This is an optimization exercise on Yosys and OpenROAD, whose aim is small area, not a production implementation. Power is estimated from default activity; no workload was simulated. The clock port is modelled as an ideal driver; clocking choices that lean on that would not hold on a real chip.

Setup of run 1:
==> flow/design.v <==
module router_top(clock,resetn,read_enb_0,read_enb_1,read_enb_2,data_in,pkt_valid,
       data_out_0,data_out_1,data_out_2,valid_out_0,valid_out_1,valid_out_2,err,busy);
input clock,resetn,read_enb_0,read_enb_1,read_enb_2,pkt_valid;
input wire [7:0]data_in;
output valid_out_0,valid_out_1,valid_out_2,err,busy;
output wire [7:0]data_out_0,data_out_1,data_out_2;
localparam DA  = 3'b000,  
           LFD = 3'b001,  
           LD  = 3'b010,  
           FFS = 3'b011,  
           LAF = 3'b100,  
           LP  = 3'b101,  
           CPE = 3'b110,  
           WTE = 3'b111;  
reg [2:0] st, nst;
wire s_da  = st == DA;
wire s_lfd = st == LFD;
wire s_ld  = st == LD;
wire s_laf = st == LAF;
wire [2:0] empty, full;
assign valid_out_0 = ~empty[0];
assign valid_out_1 = ~empty[1];
assign valid_out_2 = ~empty[2];
wire c0 = ~empty[0] & ~read_enb_0;
wire c1 = ~empty[1] & ~read_enb_1;
wire c2 = ~empty[2] & ~read_enb_2;
reg [4:0] t0, t1, t2;
wire sr0 = t0 == 5'd16;
wire sr1 = t1 == 5'd16;
wire sr2 = t2 == 5'd16;
function fb;
  input [4:0] t;
  case (t)
    5'd0, 5'd1, 5'd2, 5'd4, 5'd6, 5'd8, 5'd9, 5'd10, 5'd12, 5'd14, 5'd16, 5'd19, 5'd21, 5'd23, 5'd27, 5'd29, 5'd31: fb = 1'b1;
    default: fb = 1'b0;
  endcase
endfunction
always @(posedge clock) begin
  t0 <= (~resetn | ~c0) ? 5'd0 : {t0[3:0], fb(t0)};
  t1 <= (~resetn | ~c1) ? 5'd0 : {t1[3:0], fb(t1)};
  t2 <= (~resetn | ~c2) ? 5'd0 : {t2[3:0], fb(t2)};
end
reg [1:0] dst;       
reg lpv, pd;         
wire ffull = (dst == 2'd0) ? full[0] : (dst == 2'd1) ? full[1] : (dst == 2'd2) ? full[2] : 1'b0;
wire [1:0] a = data_in[1:0];
wire a_empty = (a == 2'd0) ? empty[0] : (a == 2'd1) ? empty[1] : (a == 2'd2) ? empty[2] : 1'b0;
always @(*) begin
  case (st)
    DA:  nst = (pkt_valid && a != 2'd3) ? (a_empty ? LFD : WTE) : DA;
    WTE: nst = a_empty ? LFD : (a == 2'd3) ? DA : WTE;
    LFD: nst = LD;
    LD:  nst = ffull ? FFS : (~pkt_valid ? LP : LD);
    FFS: nst = ffull ? FFS : LAF;
    LAF: nst = pd ? DA : (lpv ? LP : LD);
    LP:  nst = CPE;
    default: nst = ffull ? FFS : DA;  
  endcase
end
always @(posedge clock) begin
  if (~resetn)
    st <= DA;
  else if ((sr0 && a == 2'd0) || (sr1 && a == 2'd1) || (sr2 && a == 2'd2))
    st <= DA;
  else
    st <= nst;
end
assign busy = ~(s_da | s_ld);
wire wr_state = s_ld | s_laf | (st == LP);
reg [7:0] dreg;      
reg [7:0] hold;      
reg [7:0] par;       
reg e;
assign err = e;
always @(posedge clock) begin
  if (~resetn)
    hold <= 0;
  else if (s_ld & ffull)
    hold <= data_in;
end
wire [7:0] dmux = s_laf ? hold : data_in;
always @(posedge clock)
  if ((s_da & pkt_valid) | (s_ld & ~ffull) | s_laf)
    dreg <= dmux;
wire pen = (s_da & pkt_valid) | (s_ld & ~ffull) | (s_laf & (~lpv | ~pd));
always @(posedge clock)
  par <= (par & {8{~s_da}}) ^ (dmux & {8{pen}});
always @(posedge clock) begin
  if (~resetn | s_da)
    pd <= 0;
  else if ((s_ld & ~pkt_valid & ~ffull) | (s_laf & lpv))
    pd <= 1;
end
always @(posedge clock) begin
  if (~resetn | (st == CPE))
    lpv <= 0;
  else if (s_ld & ~pkt_valid)
    lpv <= 1;
end
always @(posedge clock) begin
  if (~resetn)
    e <= 0;
  else if (pd)
    e <= |par;
end
always @(posedge clock)
  if (s_da)
    dst <= a;
reg hf;
wire srd = (dst == 2'd0) ? sr0 : (dst == 2'd1) ? sr1 : (dst == 2'd2) ? sr2 : 1'b0;
always @(posedge clock)
  hf <= s_lfd & ~srd;
wire [2:0] we;
assign we[0] = wr_state & (dst == 2'd0);
assign we[1] = wr_state & (dst == 2'd1);
assign we[2] = wr_state & (dst == 2'd2);
wire [2:0] re = {read_enb_2, read_enb_1, read_enb_0};
wire [2:0] srv = {sr2, sr1, sr0};
wire [7:0] dout [0:2];
assign data_out_0 = dout[0];
assign data_out_1 = dout[1];
assign data_out_2 = dout[2];
genvar n, k;
generate for (n = 0; n < 3; n = n + 1) begin : fifo
  reg [8:0] m [0:15];
  reg [4:0] cnt;       
  reg z;               
  reg [5:0] g;         
  reg [7:0] q_out;
  integer i;
  wire clr = ~resetn | srv[n];
  assign empty[n] = cnt == 5'd0;
  assign full[n] = cnt[4];
  wire w = we[n] & ~full[n];
  wire r = re[n] & ~empty[n];
  wire [15:0] sel;
  for (k = 0; k < 16; k = k + 1) begin : dec
    assign sel[k] = cnt[3:0] == ((k + 1) % 16);
  end
  reg [8:0] q;
  always @(*) begin
    q = 0;
    for (i = 0; i < 16; i = i + 1)
      q = q | (m[i] & {9{sel[i]}});
  end
  always @(posedge clock)
    if (w) begin
      m[0] <= {hf, dreg};
      for (i = 1; i < 16; i = i + 1)
        m[i] <= m[i-1];
    end
  always @(posedge clock) begin
    if (clr)
      cnt <= 0;
    else
      cnt <= cnt + {{4{r & ~w}}, w ^ r};
  end
  always @(posedge clock) begin
    if (clr)
      z <= 1'b1;
    else if (r) begin
      if (q[8])
        z <= 1'b0;
      else if (g == 0)
        z <= 1'b1;
    end
  end
  always @(posedge clock)
    if (r) begin
      if (q[8])
        g <= q[7:2];
      else
        g <= g - 1'b1;
    end
  always @(posedge clock) begin
    if (clr)
      q_out <= 0;
    else if (r)
      q_out <= q[7:0];
    else if (z)
      q_out <= 0;
  end
  assign dout[n] = q_out;
end endgenerate
endmodule
==> flow/config.mk <==
export PLATFORM = sky130hd
export DESIGN_NAME = router_top
export DESIGN_NICKNAME = router_top
export VERILOG_FILES = /design/flow/design.v
export SDC_FILE = /design/flow/constraint.sdc
export NUM_CORES = 4
export LEC_CHECK = 0
export CAP_MARGIN = 20
export CORE_MARGIN = 2
export CORE_UTILIZATION = 70
export SLEW_MARGIN = 20
==> flow/constraint.sdc <==
create_clock -name core_clock -period 5.0 [get_ports {clock}]
set_input_delay 1.0000 -clock core_clock [delete_from_list [all_inputs] [get_ports {clock}]]
set_output_delay 1.0000 -clock core_clock [all_outputs]
set_load 0.01 [all_outputs]
standard.sh (not shown) runs the stock make flow with config.mk's settings and CLKGATE_MAP_FILE= SYNTH_SCRIPT=/design/flow/synth_recipe.tcl, a recipe that flattens the netlist after the stock synthesis.
==> flow/flow/run.sh <==
#!/bin/bash
# The standard layout (standard.sh) with three changes:
#  - synthesis maps logic with an area-oriented ABC script (flow/synth.tcl);
#  - clock tree synthesis inserts no dummy loads and uses larger sink clusters;
#  - the input and output ports get the smallest buffer.
set -euo pipefail
here=$(pwd)
export AREA_ABC_SCRIPT=$here/flow/area.abc
export CTS_ARGS="-sink_clustering_enable -repair_clock_nets -dont_use_dummy_load -sink_clustering_size 30 -sink_clustering_max_diameter 120 -buf_list sky130_fd_sc_hd__clkbuf_16"
export BUFFER_PORTS_ARGS="-buffer_cell sky130_fd_sc_hd__buf_1"
sed "s|SYNTH_SCRIPT=[^ ]*|SYNTH_SCRIPT=$here/flow/synth.tcl|" standard.sh > layout.sh
grep -q "SYNTH_SCRIPT=$here/flow/synth.tcl" layout.sh
bash layout.sh > layout.log 2>&1
==> flow/flow/area.abc <==
strash
dc2
dch -f
amap
topo
strash
dch -f
amap
topo
stime -c
upsize -c
dnsize -c
==> flow/flow/synth.tcl <==
# The standard synthesis (synth_recipe.tcl), except that ABC maps the logic
# with an area-oriented script (flow/area.abc) instead of ORFS's speed script.
# Registers are mapped before ABC runs, so they are the standard ones.
proc synth {args} { yosys synth -nofsm -noshare {*}$args }
proc abc {args} {
  set i [lsearch -exact $args -script]
  if { $i >= 0 } { set args [lreplace $args $i [expr {$i + 1}] -script $::env(AREA_ABC_SCRIPT)] }
  yosys abc {*}$args
}
source $::env(SCRIPTS_DIR)/synth.tcl
# left out here: clear keep_hierarchy, flatten, clean up, hide names made inside functions, write 1_2_yosys.v
Changes in run 2 relative to run 1:
==> flow/flow/area.abc <==
strash
dc2
dch -f
amap
topo
strash
dch -f
amap
topo
==> comparison <==
Post-layout instance area: run 2 < run 1
Compared with run 1, synthesized cell area in run 2 decreased slightly.
Run 2 has total die area below what run 1 had.
Wire length of the first global-routing pass improves in run 2 relative to run 1.
The detailed-route vias per instance reported for run 2 is smaller than that of run 1 by 0.033.
The synthesis-to-layout area growth of run 1 and that of run 2 are within noise of each other.
The total power of run 2 was superior to that of run 1.
| number of cell rows | lower: run 2 |
Comparing run 2 against run 1, there is no change at all in count of flip-flops and latches.
Input changes introduced in run 3 (baseline for comparison: run 2):
# run 2
export LEC_CHECK = 0
export CAP_MARGIN = 20
export CORE_MARGIN = 2
export CORE_UTILIZATION = 70
export SLEW_MARGIN = 20
create_clock -name core_clock -period 5.0 [get_ports {clock}]
# run 3
export LEC_CHECK = 0
export CAP_MARGIN = 20
export CORE_MARGIN = 2
export CORE_UTILIZATION = 70
export GPL_TIMING_DRIVEN = 0
export SLEW_MARGIN = 20
create_clock -name core_clock -period 5.0 [get_ports {clock}]
Against run 2 as the reference, run 3 delivers a lower worst hold-check slack.
[compare] base=run 2 new=run 3: global-route wire length before repair went up, highest clock frequency the design can meet decreased about 11%, area fraction of clock buffers and clock inverters comparable.
In run 3, number of global-route vias before repair is higher than in run 2.
In the tables for run 3 and run 2, post-route clock period utilization reads lower with run 2.
Run 3 ends up with lower worst setup margin than run 2 does.
Input changes introduced in run 4 (baseline for comparison: run 3):
# run 3
export LEC_CHECK = 0
export CAP_MARGIN = 20
export CORE_MARGIN = 2
export CORE_UTILIZATION = 70
export GPL_TIMING_DRIVEN = 0
export SLEW_MARGIN = 20
create_clock -name core_clock -period 5.0 [get_ports {clock}]
# run 4
export LEC_CHECK = 0
export CAP_MARGIN = 20
export CORE_MARGIN = 2
export CORE_UTILIZATION = 70
export SLEW_MARGIN = 20
create_clock -name core_clock -period 5.0 [get_ports {clock}]
diff --git a/flow/flow/run.sh b/flow/flow/run.sh
--- a/flow/flow/run.sh
+++ b/flow/flow/run.sh
@@ -7,5 +7,5 @@
 here=$(pwd)
 export AREA_ABC_SCRIPT=$here/flow/area.abc
-export CTS_ARGS="-sink_clustering_enable -repair_clock_nets -dont_use_dummy_load -sink_clustering_size 30 -sink_clustering_max_diameter 120 -buf_list sky130_fd_sc_hd__clkbuf_16"
+export CTS_ARGS="-sink_clustering_enable -repair_clock_nets -dont_use_dummy_load -sink_clustering_size 18 -sink_clustering_max_diameter 120 -buf_list sky130_fd_sc_hd__clkbuf_8 -root_buf sky130_fd_sc_hd__clkbuf_16"
 export BUFFER_PORTS_ARGS="-buffer_cell sky130_fd_sc_hd__buf_1"
 sed "s|SYNTH_SCRIPT=[^ ]*|SYNTH_SCRIPT=$here/flow/synth.tcl|" standard.sh > layout.sh
Run 4 against run 3: internal power component decreased 2.1%; total of plain and repair buffers excluding clock buffers shows a reduction of 20%; total vias in the final route down about 0.9%; worst setup slack now larger.
Run 4: first-pass GRT wire length is about 4% lower than what run 3 reported.
On global routing usage on met1, run 4 tracks run 3 almost exactly.
Layout sequential cell count came out exactly the same in run 3 and run 4.
Diff run 3 -> run 4: proportion of power drawn by the clock network went up; remaining antenna violation count after routing did not really move.
Function was not checked in any run of this note: the RTL went through the layout flow alone.

==> what the ideal ports hide <==
The flow's constraints put no driver on any port. The routed layouts listed below were extracted and timed again, unchanged, in two steps. Step 1: set_driving_cell puts a clkbuf_16 on clock and a buf_2 on each other input, an assumption about the parent block. Step 2 moves the port delays by t, midway between the first and last clock arrival at a register: inputs arrive t later, outputs are due t later. That takes back most of the time a late clock gives input paths. a / b / c = ideal ports / drivers / drivers and shift; a / b = the first two.
run | t, ns | setup WS [ns] | worst register clock-pin slew, ns
run 1 | 0.597 | 1.062 / 1.062 / 1.062 | 0.11 / 0.11
run 2 | 0.596 | 1.489 / 1.489 / 1.462 | 0.12 / 0.12
run 3 | 0.599 | 1.049 / 1.049 / 1.049 | 0.12 / 0.12
run 4 | 0.564 | 1.494 / 1.494 / 1.492 | 0.11 / 0.11
After both steps every run listed still meets setup and hold. For run 2, which loses most, drivers alone change the setup slack by 0.000 ns; drivers and shift together by -0.027 ns.
